This is an optimization exercise on Yosys and OpenROAD, whose aim is small area, not a production implementation. Function was checked by simulation only, so behaviour that the tests miss may differ from the original.

==> inputs of run a <==
Design pipeline, start of the top module:
module pipeline (
	input         clock,
	input         reset,
	input [3:0]   mem2proc_response,
	input [63:0]  mem2proc_data,
	input [3:0]   mem2proc_tag,
	output logic [1:0]  proc2mem_command,
	output logic [31:0] proc2mem_addr,
	output logic [63:0] proc2mem_data,
	output logic [1:0]  proc2mem_size,
	output logic [3:0]  pipeline_completed_insts,
	output logic [3:0]  pipeline_error_status,
	output logic [4:0]  pipeline_commit_wr_idx,
	output logic [31:0] pipeline_commit_wr_data,
	output logic        pipeline_commit_wr_en,
	output logic [31:0] pipeline_commit_NPC,
	output logic [31:0] if_NPC_out,
	output logic [31:0] if_IR_out,
	output logic        if_valid_inst_out,
	output logic [31:0] if_id_NPC,
	output logic [31:0] if_id_IR,
	output logic        if_id_valid_inst,
	output logic [31:0] id_ex_NPC,
	output logic [31:0] id_ex_IR,
	output logic        id_ex_valid_inst,
	output logic [31:0] ex_mem_NPC,
	output logic [31:0] ex_mem_IR,
	output logic        ex_mem_valid_inst,
	output logic [31:0] mem_wb_NPC,
	output logic [31:0] mem_wb_IR,
	output logic        mem_wb_valid_inst
);
==> flow/config.mk <==
export PLATFORM = sky130hd
export DESIGN_NAME = pipeline
export DESIGN_NICKNAME = pipeline
export VERILOG_FILES = /design/flow/design.v
export SDC_FILE = /design/flow/constraint.sdc
export NUM_CORES = 4
export LEC_CHECK = 0
export CAP_MARGIN = 20
export CORE_MARGIN = 2
export CORE_UTILIZATION = 40
export SLEW_MARGIN = 20
==> flow/constraint.sdc <==
create_clock -name core_clock -period 12.0 [get_ports {clock}]
set_input_delay 2.4000 -clock core_clock [delete_from_list [all_inputs] [get_ports {clock}]]
set_output_delay 2.4000 -clock core_clock [all_outputs]
set_load 0.01 [all_outputs]
standard.sh (not shown) runs the stock make flow with config.mk's settings and CLKGATE_MAP_FILE= SYNTH_SCRIPT=/design/flow/synth_recipe.tcl, a recipe that flattens the netlist after the stock synthesis.
==> flow/flow/run.sh <==
#!/bin/bash
# Own flow: the standard layout (the same ORFS make targets and settings as
# standard.sh), with these changes:
#  - synthesis uses flow/synth.tcl (see there; registers are unchanged);
#  - the port buffers that global placement inserts are buf_1 cells instead
#    of the clkdlybuf4s50_1 cells buffer_ports picks by default. Every input
#    and output port still gets its buffer;
#  - clock tree synthesis runs with its usual arguments plus
#    -dont_use_dummy_load (no balancing dummy loads on the leaves), with
#    clkbuf_16 buffers and clusters of up to 24 sinks (fewer, larger leaf
#    buffers; flip-flop clock-pin slew stays near 100 ps);
#  - RECOVER_POWER=100: after global routing, ORFS's repair_timing
#    -recover_power downsizes gates on paths with positive slack (it keeps
#    every path's slack positive).
# Each tool's full output is in make.log (and ORFS's per-step logs under
# orfs/logs); the final DEF goes to out/final.def.
set -euo pipefail
W=$(pwd)
export BUFFER_PORTS_ARGS="-buffer_cell sky130_fd_sc_hd__buf_1"
export RECOVER_POWER=100
export CTS_ARGS="-sink_clustering_enable -repair_clock_nets -dont_use_dummy_load -buf_list {sky130_fd_sc_hd__clkbuf_16} -sink_clustering_size 24 -sink_clustering_max_diameter 80"
make -C "$FLOW_HOME" DESIGN_CONFIG="$W/config.mk" WORK_HOME="$W/orfs" CLKGATE_MAP_FILE= \
  SYNTH_SCRIPT="$W/flow/synth.tcl" SYNTH_HIERARCHICAL=1 finish > "$W/make.log" 2>&1
R="$W/orfs/results/$FLOW_PLATFORM/pipeline/base"
: # left out here: write the final layout as DEF
==> flow/flow/synth.tcl <==
proc synth {args} { yosys synth -nofsm -noshare -noabc {*}$args }
proc abc {args} {
  set i [lsearch -exact $args -script]
  set area_args  [lreplace $args [expr {$i + 1}] [expr {$i + 1}] $::env(SCRIPTS_DIR)/abc_area.script]
  set speed_args [lreplace $args [expr {$i + 1}] [expr {$i + 1}] $::env(SCRIPTS_DIR)/abc_speed.script]
  puts "abc: area script on rvp_mulu and rvp_ex"
  yosys abc {*}$area_args rvp_mulu rvp_ex
  puts "abc: speed script on the other modules"
  yosys abc {*}$speed_args * rvp_mulu %d rvp_ex %d
}
source $::env(SCRIPTS_DIR)/synth.tcl
# left out here: clear keep_hierarchy, flatten, clean up, hide names made inside functions, write 1_2_yosys.v
==> run b (differences from run a) <==
==> flow/flow/run.sh (replaced) <==
#!/bin/bash
# Own flow: the standard layout (the same ORFS make targets and settings as
# standard.sh), with these changes:
#  - synthesis uses flow/synth.tcl (see there; registers are unchanged);
#  - the port buffers that global placement inserts are buf_1 cells instead
#    of the clkdlybuf4s50_1 cells buffer_ports picks by default. Every input
#    and output port still gets its buffer;
#  - clock tree synthesis runs with its usual arguments plus
#    -dont_use_dummy_load (no balancing dummy loads on the leaves), with
#    clkbuf_16 buffers and clusters of up to 24 sinks (fewer, larger leaf
#    buffers; flip-flop clock-pin slew stays near 100 ps).
# Each tool's full output is in make.log (and ORFS's per-step logs under
# orfs/logs); the final DEF goes to out/final.def.
set -euo pipefail
W=$(pwd)
export BUFFER_PORTS_ARGS="-buffer_cell sky130_fd_sc_hd__buf_1"
export CTS_ARGS="-sink_clustering_enable -repair_clock_nets -dont_use_dummy_load -buf_list {sky130_fd_sc_hd__clkbuf_16} -sink_clustering_size 24 -sink_clustering_max_diameter 80"
make -C "$FLOW_HOME" DESIGN_CONFIG="$W/config.mk" WORK_HOME="$W/orfs" CLKGATE_MAP_FILE= \
  SYNTH_SCRIPT="$W/flow/synth.tcl" SYNTH_HIERARCHICAL=1 finish > "$W/make.log" 2>&1
R="$W/orfs/results/$FLOW_PLATFORM/pipeline/base"
: # left out here: write the final layout as DEF
==> run c (differences from run a) <==
--- a/flow/design.v
+++ b/flow/design.v
@@ -3141,18 +3141,17 @@
 	output logic        mem_wb_valid_inst
 );
 	localparam logic [31:0] NOP = 32'h00000013;
 	localparam logic [31:0] WFI = 32'h10500073;
 	logic [31:0] fd_ir, fd_npc;
 	logic        fd_valid;
 	logic [31:0] de_ir, de_npc;
 	logic        de_valid, de_ill;
-	logic [3:0] de_h1, de_h2;
-	logic [7:0] de_l1, de_l2;
+	logic [31:1] de_s1, de_s2;    
 	logic [31:0] em_ir, em_npc, em_alu, em_rs2;
 	logic        em_valid, em_ill, em_tb;
 	logic [31:0] mw_ir, mw_npc, mw_res;
 	logic        mw_valid, mw_ill, mw_tb;
 	logic [31:0] pc, pc4, if_ir;
 	logic        dmem_busy;
 	assign pc    = mw_tb ? mw_res : fd_npc;
 	logic [30:0] inc_c;
@@ -3189,54 +3188,42 @@
 			de_ill   <= 1'b0;
 		end else begin
 			de_ir    <= fd_ir;
 			de_npc   <= fd_npc;
 			de_valid <= fd_valid & id_legal;
 			de_ill   <= fd_valid & ~id_legal;
 		end
 	end
-	always_ff @(posedge clock) begin
-		for (int i = 0; i < 4; i++) begin
-			de_h1[i] <= ~reset & (fd_ir[19:18] == i[1:0]);
-			de_h2[i] <= ~reset & (fd_ir[24:23] == i[1:0]);
-		end
-		for (int i = 0; i < 8; i++) begin
-			de_l1[i] <= (fd_ir[17:15] == i[2:0]);
-			de_l2[i] <= (fd_ir[22:20] == i[2:0]);
+	always_ff @(posedge clock)
+		for (int i = 1; i < 32; i++) begin
+			de_s1[i] <= ~reset & (fd_ir[19:15] == i[4:0]);
+			de_s2[i] <= ~reset & (fd_ir[24:20] == i[4:0]);
 		end
-	end
 	assign id_ex_NPC        = de_npc;
 	assign id_ex_IR         = de_ir;
 	assign id_ex_valid_inst = de_valid;
 	logic [31:1][31:0] rf;
 	logic [31:0] wb_data;
 	logic [4:0]  wb_idx;
 	logic        wb_en;
 	logic [31:1] rf_we;
 	always_comb
 		for (int i = 1; i < 32; i++)
 			rf_we[i] = wb_en & (mw_ir[11:7] == i[4:0]);
 	always_ff @(posedge clock)
 		for (int i = 1; i < 32; i++)
 			if (rf_we[i]) rf[i] <= wb_data;
-	logic [31:0] rs1v, rs2v, t1, t2;
+	logic [31:0] rs1v, rs2v;
 	always_comb begin
 		rs1v = 32'd0;
 		rs2v = 32'd0;
-		for (int h = 0; h < 4; h++) begin
-			t1 = 32'd0;
-			t2 = 32'd0;
-			for (int l = 0; l < 8; l++)
-				if (8 * h + l > 0) begin
-					t1 = t1 | (rf[8 * h + l] & {32{de_l1[l]}});
-					t2 = t2 | (rf[8 * h + l] & {32{de_l2[l]}});
-				end
-			rs1v = rs1v | (t1 & {32{de_h1[h]}});
-			rs2v = rs2v | (t2 & {32{de_h2[h]}});
+		for (int i = 1; i < 32; i++) begin
+			rs1v = rs1v | (rf[i] & {32{de_s1[i]}});
+			rs2v = rs2v | (rf[i] & {32{de_s2[i]}});
 		end
 	end
 	logic [31:0] ex_alu;
 	logic        ex_tb;
 	rvp_ex u_ex (
 		.ir(de_ir), .ill(de_ill), .npc(de_npc), .rs1(rs1v), .rs2(rs2v),
 		.result(ex_alu), .take_branch(ex_tb)
 	);
==> flow/flow/run.sh (replaced) <==
#!/bin/bash
# Own flow: the standard layout (the same ORFS make targets and settings as
# standard.sh), with these changes:
#  - synthesis uses flow/synth.tcl (see there; registers are unchanged);
#  - the port buffers that global placement inserts are buf_1 cells instead
#    of the clkdlybuf4s50_1 cells buffer_ports picks by default. Every input
#    and output port still gets its buffer;
#  - clock tree synthesis runs with its usual arguments plus
#    -dont_use_dummy_load (no balancing dummy loads on the leaves).
# Each tool's full output is in make.log (and ORFS's per-step logs under
# orfs/logs); the final DEF goes to out/final.def.
set -euo pipefail
W=$(pwd)
export BUFFER_PORTS_ARGS="-buffer_cell sky130_fd_sc_hd__buf_1"
export CTS_ARGS="-sink_clustering_enable -repair_clock_nets -dont_use_dummy_load -buf_list {sky130_fd_sc_hd__clkbuf_4 sky130_fd_sc_hd__clkbuf_8}"
make -C "$FLOW_HOME" DESIGN_CONFIG="$W/config.mk" WORK_HOME="$W/orfs" CLKGATE_MAP_FILE= \
  SYNTH_SCRIPT="$W/flow/synth.tcl" SYNTH_HIERARCHICAL=1 finish > "$W/make.log" 2>&1
R="$W/orfs/results/$FLOW_PLATFORM/pipeline/base"
: # left out here: write the final layout as DEF
==> flow/flow/synth.tcl (replaced) <==
proc synth {args} { yosys synth -nofsm -noshare -noabc {*}$args }
proc abc {args} {
  set i [lsearch -exact $args -script]
  set area_args  [lreplace $args [expr {$i + 1}] [expr {$i + 1}] $::env(SCRIPTS_DIR)/abc_area.script]
  set speed_args [lreplace $args [expr {$i + 1}] [expr {$i + 1}] $::env(SCRIPTS_DIR)/abc_speed.script]
  puts "abc: area script on rvp_mulu"
  yosys abc {*}$area_args rvp_mulu
  puts "abc: speed script on the other modules"
  yosys abc {*}$speed_args * rvp_mulu %d
}
source $::env(SCRIPTS_DIR)/synth.tcl
# left out here: clear keep_hierarchy, flatten, clean up, hide names made inside functions, write 1_2_yosys.v
==> metrics.cfg <==
[grt]
grt_pass1_vias=65931

[outcome]
outcome=finished with violations
violations=capacitance limit, slew limit

[run]
cap_violations=79

[power_and_ir_drop]
p_seq_share_pct=49.9
switching_share_pct=33.5
power_switching_w=0.00368

[worst_setup_path]
critPathMaxStageDelay_ns=0.98

[timing]
final_max_slew_viol_count=2111

[clocking]
ctsRootBufferMaster=clkbuf_16
insertion_delay_ns=0.80

[finish]
layout.cells.non_filler=10287

That was run a.
==> metrics.cfg <==
[worst_setup_path]
critPathTopFamily=adder cells
critPathMaxStageDelay_ns=0.80

[power_and_ir_drop]
leakage_nw=37.9
switching_share_pct=34.6

[grt]
use_met1_pct=46.9
grt_pass1_vias=70305

[outcome]
outcome=complete, no violations

[timing]
final_max_slew_viol_count=0

[synth]
synth_compound_area_share_pct=16.1

[run]
cap_violations=0

[clocking]
ctsRootBufferMaster=clkbuf_8
insertion_delay_ns=1.01

That was run c.
==> metrics.cfg <==
[power_and_ir_drop]
power_switching_w=0.00369
switching_share_pct=33.5
p_seq_share_pct=49.6

[run]
cap_violations=0

[finish]
layout.cells.non_filler=10287

[clocking]
ctsRootBufferMaster=clkbuf_16
cts.repair.resized=0
insertion_delay_ns=0.80

[outcome]
outcome=complete, no violations

[grt]
grt_pass1_vias=65931

[timing]
final_max_slew_viol_count=0

That was run b.

==> static timing again, ports no longer ideal <==
Ports are ideal in the flow. The routed layouts listed here were re-timed in OpenROAD. Step 1 (the two cells are an assumption about what drives the block):
set clk [get_ports {clock}]
set_driving_cell -lib_cell sky130_fd_sc_hd__clkbuf_16 $clk
set_driving_cell -lib_cell sky130_fd_sc_hd__buf_2 [delete_from_list [all_inputs] $clk]
Step 2 times the ports against the registers' clock, not the clock port: input delays grow and output delays shrink by t, the midpoint of the rising clock arrivals with the driver on. a / b / c = ideal / step 1 / step 2; a / b = the first two.
run | shift t [ns] | slack for setup (ns) | clock arrival spread, ns | cell pins on the clock port's net
run a | 0.814 | 0.452 / 0.452 / 0.452 | 0.145 / 0.145 | 1
run b | 0.813 | 0.637 / 0.637 / 0.637 | 0.150 / 0.150 | 1
run c | 0.985 | 0.324 / 0.324 / 0.324 | 0.215 / 0.215 | 1
